This design comes from an exercise in tuning for small area on the open sky130 flow, not from production work. Function was checked by simulation only, so behaviour that the tests miss may differ from the original. Power figures rest on the tool's default switching activity, not on a simulated workload.

==> flow/design.v, too long to show whole: its modules and the start of the top module <==
// module mkMAC: 4044 lines
// module fa: 6 lines
// module han: 6 lines
// module ha: 6 lines
module mkMAC(CLK,
	     RST_N,
	     get_values_multiplicand1,
	     get_values_multiplicand2,
	     get_values_addend,
	     get_values_mode,
	     EN_get_values,
	     RDY_get_values,
	     mac_result,
	     RDY_mac_result);
  // ...
==> flow/flow/run.sh <==
#!/bin/bash
# Layout flow: the standard ORFS flow, with the port buffers made from
# sky130_fd_sc_hd__buf_1 instead of the cell buffer_ports picks by default.
set -euo pipefail
bash standard.sh 'BUFFER_PORTS_ARGS=-buffer_cell sky130_fd_sc_hd__buf_1' finish > standard_flow.log 2>&1
==> flow/standard.sh <==
#!/bin/bash
# synth_recipe.tcl (not shown) runs the flow's synth.tcl, then flattens the netlist and writes it again
# the make line also repeats each setting of config.mk as NAME=value (left out here)
make -C /OpenROAD-flow-scripts/flow DESIGN_CONFIG=/design/flow/config.mk WORK_HOME=/design/flow/orfs CLKGATE_MAP_FILE= SYNTH_SCRIPT=/design/flow/synth_recipe.tcl "${@:-finish}"
==> flow/config.mk <==
export PLATFORM = sky130hd
export DESIGN_NAME = mkMAC
export DESIGN_NICKNAME = mkMAC
export VERILOG_FILES = /design/flow/design.v
export SDC_FILE = /design/flow/constraint.sdc
export NUM_CORES = 8
export LEC_CHECK = 0
export CAP_MARGIN = 20
export CORE_MARGIN = 2
export CORE_UTILIZATION = 40
export CTS_BUF_LIST = sky130_fd_sc_hd__clkbuf_4 sky130_fd_sc_hd__clkbuf_8
export CTS_CLUSTER_DIAMETER = 60
export CTS_CLUSTER_SIZE = 18
export GPL_TIMING_DRIVEN = 0
export SETUP_SLACK_MARGIN = 0.1
export SLEW_MARGIN = 20
export SYNTH_HIERARCHICAL = 1
export SYNTH_MINIMUM_KEEP_SIZE = 0
==> flow/constraint.sdc <==
create_clock -name core_clock -period 9.0 [get_ports {CLK}]
set_input_delay 1.8000 -clock core_clock [delete_from_list [all_inputs] [get_ports {CLK}]]
set_output_delay 1.8000 -clock core_clock [all_outputs]
set_load 0.01 [all_outputs]
==> summary.txt, run 1 <==
Max Root-Sink Buffers=3; met3 wire len=17500 um; Sequential Power Share=22.6%; sum of negative setup slack=0 ns; GRT Total Usage=31.4%; crit-path leading delay family=adder cells; clock slew seen by the registers of the worst setup and hold paths=0.09 ns; CTS tree=done; number of synthesized flops with an enable pin=324; Top power group=combinational logic; switching fraction of total power=47.6%; Synth top area share=between 40% and 50%; Synth Area in Simple Gates=13.3%; Initial Utilization=40.2%; Vias/cell=5.81; clock group power=between 1 and 1.5 mW; nets@finish=4934; final hold violations=0; layout cells sized above 1=between 10% and 20%; FF-to-FF End=hi[41]; Non-clock buffer share=6.38%; Die X=313 um; Slew Limit Fails=0; status=timing/DRC/antenna clean; WL met2=69500 um; Post-DRT Antenna Nets=0; commonest cells after routing, fill and taps aside=916 x nand2_1, 759 x fa_1, 328 x buf_1; inserted tap cell count=about 1300; part of the Yosys area used for sequential elements=between 20% and 30%; fraction of area in multi-input gates=between 60% and 70%; Worst Hold Path EP=valid; Synth area leader=fa_1
==> inputs of run 2 (changes only) <==
--- a/flow/config.mk
+++ b/flow/config.mk
@@ -10,8 +10,5 @@
 export CORE_UTILIZATION = 40
 export CTS_BUF_LIST = sky130_fd_sc_hd__clkbuf_4 sky130_fd_sc_hd__clkbuf_8
-export CTS_CLUSTER_DIAMETER = 60
-export CTS_CLUSTER_SIZE = 18
 export GPL_TIMING_DRIVEN = 0
-export SETUP_SLACK_MARGIN = 0.1
 export SLEW_MARGIN = 20
 export SYNTH_HIERARCHICAL = 1
==> summary.txt, run 2 <==
status=timing/DRC/antenna clean; startpoint types=input port; Worst Setup EP=hi[41]; Post-DRT Antenna Nets=0 (unchanged); crit path launch=get_values_mode[1]; IO Pins=between 300 and 400; count leader, synth=nand2_1; Metal-1 WL=57300 um; Finished Cell Area=43600 um2; first-pass GRT wire length=219000 um; Combinational Power Share=between 60% and 70%; commonest cells after routing, fill and taps aside=916 x nand2_1, 762 x fa_1, 327 x buf_1; Sequential Power Share=22.3% (-0.3 points); Netlist cell types=64; die area=between 90000 and 100000 um2; Crit Path Max Fanout=10; max_slew headroom=20.2%; most frequent cells after synthesis=918 x nand2_1, 762 x fa_1, 324 x edfxtp_1; via count=30700; crit path time final=around 9 ns; part of the Yosys area used for sequential elements=25.9% (unchanged); clock slew seen by the registers of the worst setup and hold paths=0.06 ns (-0.03 ns); Synth top area share=40.1% (unchanged); FF-to-FF End=hi[41]; Pleak=12.6 nW; Clock Sinks=330; unrepaired setup endpoints after global routing=false; number of synthesized flops with an enable pin=324 (unchanged); WL met2=70600 um (+1.5%); syn_nets=4528; average cell area after synthesis=11.0 um2; nets@finish=4952 (+0.36%); routed wire length per instance=29.6 um; Max-Cap Viols=0; Worst EP required=9.42 ns; R2R Setup Slk=0.22 ns; most common cell after layout, fill and taps aside=nand2_1; post-route setup slack=0.166 ns; Largest regs=hi (65), lo (65); Yosys warnings=7; DRC=0; Initial Utilization=40.2% (unchanged); DPL Wire Length=129000 um; Net Sw Power=6.54 mW; FF+latch count, synth=330; smallest hold slack=0.516 ns; Syn Inst Count=3474; XOR/XNOR Fraction of Synth Area=3.61%; synthesized area=38100 um2; period utilisation layout=98.2%; Area growth syn-to-layout=14.6%; Placement Setup Slack=-2.76 ns; largest family of logic cells by synthesized area=adder cells; R2R depth=23; Final Routed Wirelength=155000 um; clock root buffer=clkbuf_8; total CTS buffers=67; DR top layer=met5; DRT iter0 DRCs=3794; Slew @ Worst Pin=1.19 ns; number of global-route vias before repair=roughly 31000; post-synthesis adder-cell area fraction=about 43%; final hold violations=0 (unchanged); P_int=~7.5 mW; Setup Skew=about 0.082 ns; Area contributors post-synth=fa_1 40%, edfxtp_1 26%, nand2_1 9.0%; Synth Area in Simple Gates=13.3% (unchanged); switching fraction of total power=46.8% (-0.87 points); Worst Hold Class=register to register; Cell Area, Placed=41500 um2; multiplexer share of the synthesized area=1.53%; Post-synth ARST share=0%; Vias/cell=5.86 (+0.84%); Slew Limit Fails=0 (unchanged); final setup vio count=0; H-Tree Depth=3; CP Class=input port to register; met3 wire len=17600 um (+0.52%); Max VDD drop=between 0.3 and 0.4 mV; core area=94700 um2; RR Startpoint=st[0]; Min-Delay Path Depth=1; Die X=313 um (unchanged); gpl congestion=1.04; global route overflow=0; initial antenna violation count=60; power per standard cell area=321 nW/um2; # hold bufs at CTS=0; Die Ht=313 um; main flop type after synthesis=edfxtp_1; CTS tree=done; 1st-pass router iterations=9; GRT Total Usage=31.7% (+0.26 points); clock latency (worst-skew pair)=0.75 ns; Row Count=about 110; endpoint class of the critical path=register; largest net degree at the start of global routing=43; post-synthesis compound-gate area fraction=8.09%; Max Root-Sink Buffers=3 (unchanged); fmax=0.113 GHz; crit path DAT=9.26 ns; Clock Power Share=a little under an eighth; layout cells sized above 1=11.0% (+0.58 points); Synth area leader=fa_1; I/O Buffers=325
==> run 2: cell counts after synthesis <==
No cell type changed its count.
==> run 2: layer usage <==
metal  vias to the layer above  GRT usage, %
met5                         -             0
met1                     15900          40.5
li1                      12500             -
met2                      1903          48.8
met4                        70          16.6
met3                       442          9.52
==> run 2: modules after synthesis, one instance, submodules excluded <==
module,cells,area [um2],flip-flops and latches
han,5,27.5,0
mkMAC,2654,22600,330
fa,1,20.0,0
==> run 2: layout make-up <==
| class | count | area [um2] |
|---|---|---|
| repair buffers | 362 | 1720 |
| well taps | 1265 | 1580 |
| flip-flops and latches | 330 | 9860 |
| inverters | 199 | 747 |
| clock buffers | 94 | 1140 |
| plain buffers | 182 | 1020 |
| diodes | 28 | 70.1 |
| fillers | 9074 | 51100 |
| multi-input cells | 2756 | 27300 |
| clock inverters | 27 | 204 |
==> run 2: worst min-delay path by stage <==
stage	from	endpoint	slack [ns]
after floorplan	valid	valid	0.45
after global placement	valid	valid	0.47
after detailed placement	valid	valid	0.49
after CTS	valid	valid	0.50
after global routing	valid	valid	0.53
final	valid	valid	0.52
==> run 2: worst max-delay path, cell delays in order <==
cell and delay, ns:
clkbuf_4 0.22, nand2_1 0.14, a21boi_4 0.21, nand2_8 0.16
buf_6 0.22, a21oi_4 0.08, buf_12 0.15, nor2_4 0.17
nand2_1 0.17, fa_1 0.63, fa_1 0.48, fa_1 0.50
fa_1 0.43, fa_1 0.55, fa_1 0.45, ha_1 0.34
a21oi_2 0.24, o21a_1 0.18, o211ai_1 0.20, a221o_2 0.56
o21a_2 0.29, a31o_1 0.28, a221o_1 0.35, a21o_1 0.22
a21oi_2 0.15, xor2_1 0.07
==> run 2: cell families (layout without fill, tap and decap cells) <==
group	after synthesis	in the layout
AND/OR/NAND/NOR	1249	1249
adder cells (fa/ha/maj)	857	857
AO/OA/AOI/OAI	439	439
buffers and inverters	388	864
flip-flops	330	330
XOR/XNOR	157	157
multiplexers	53	53
other	1	29
==> run 2: power groups by stage <==
stage	Sequential [mW]	Combinational [mW]	Clock, mW
after floorplan	2.96	6.42	0
after global placement	3.17	8.83	0
after detailed placement	3.15	9.03	0
after CTS	3.13	9.21	1.67
after global routing	3.14	10.2	1.73
final	3.12	9.22	1.65
==> run 2: what timing repair did <==
| item | CTS | global route |
|---|---|---|
| resized for setup | 111 | 148 |
| buffers inserted | 6 | 11 |
| endpoints found under the setup margin | 55 | 31 |
| pin swaps | 4 | 12 |
==> run 2: metrics by stage <==
| stage | setup TNS, ns | std cells | util [%] | power (mW) |
|---|---|---|---|---|
| after global routing | 0 | 5229 | 46.0 | 15.1 |
| after CTS | 0 | 5211 | 45.6 | 14.0 |
| after global placement | -1046.91 | 5064 | 43.2 | 12.0 |
| after detailed placement | -105.98 | 5084 | 43.8 | 12.2 |
| after floorplan | 0 | 3474 | - | 9.38 |
| final | 0 | 5243 | 46.1 | 14.0 |

-- re-timing with driven ports --
The flow's constraints put no driver on any port. The routed layouts listed below were extracted and timed again, unchanged, in two steps.
Step 1, drivers: a clkbuf_16 drives CLK and a buf_2 each remaining input, both assumed.
Step 2 moves the port delays by t, midway between the first and last clock arrival at a register: inputs arrive t later, outputs are due t later. That takes back most of the time a late clock gives input paths.
Three values: ideal, step 1, step 2; two values: the first two.
run | shift t [ns] | setup slack, ns | worst slew at a driven data input, ns
run 1 | 0.788 | 0.260 / 0.250 / -0.538 | 0.18
run 2 | 0.784 | 0.166 / 0.083 / -0.701 | 0.18
Met with ideal ports but missed after step 2: setup timing in run 1 and run 2. The setup slack of run 2, which loses most, moves by -0.083 ns with the drivers and by -0.867 ns with both steps.
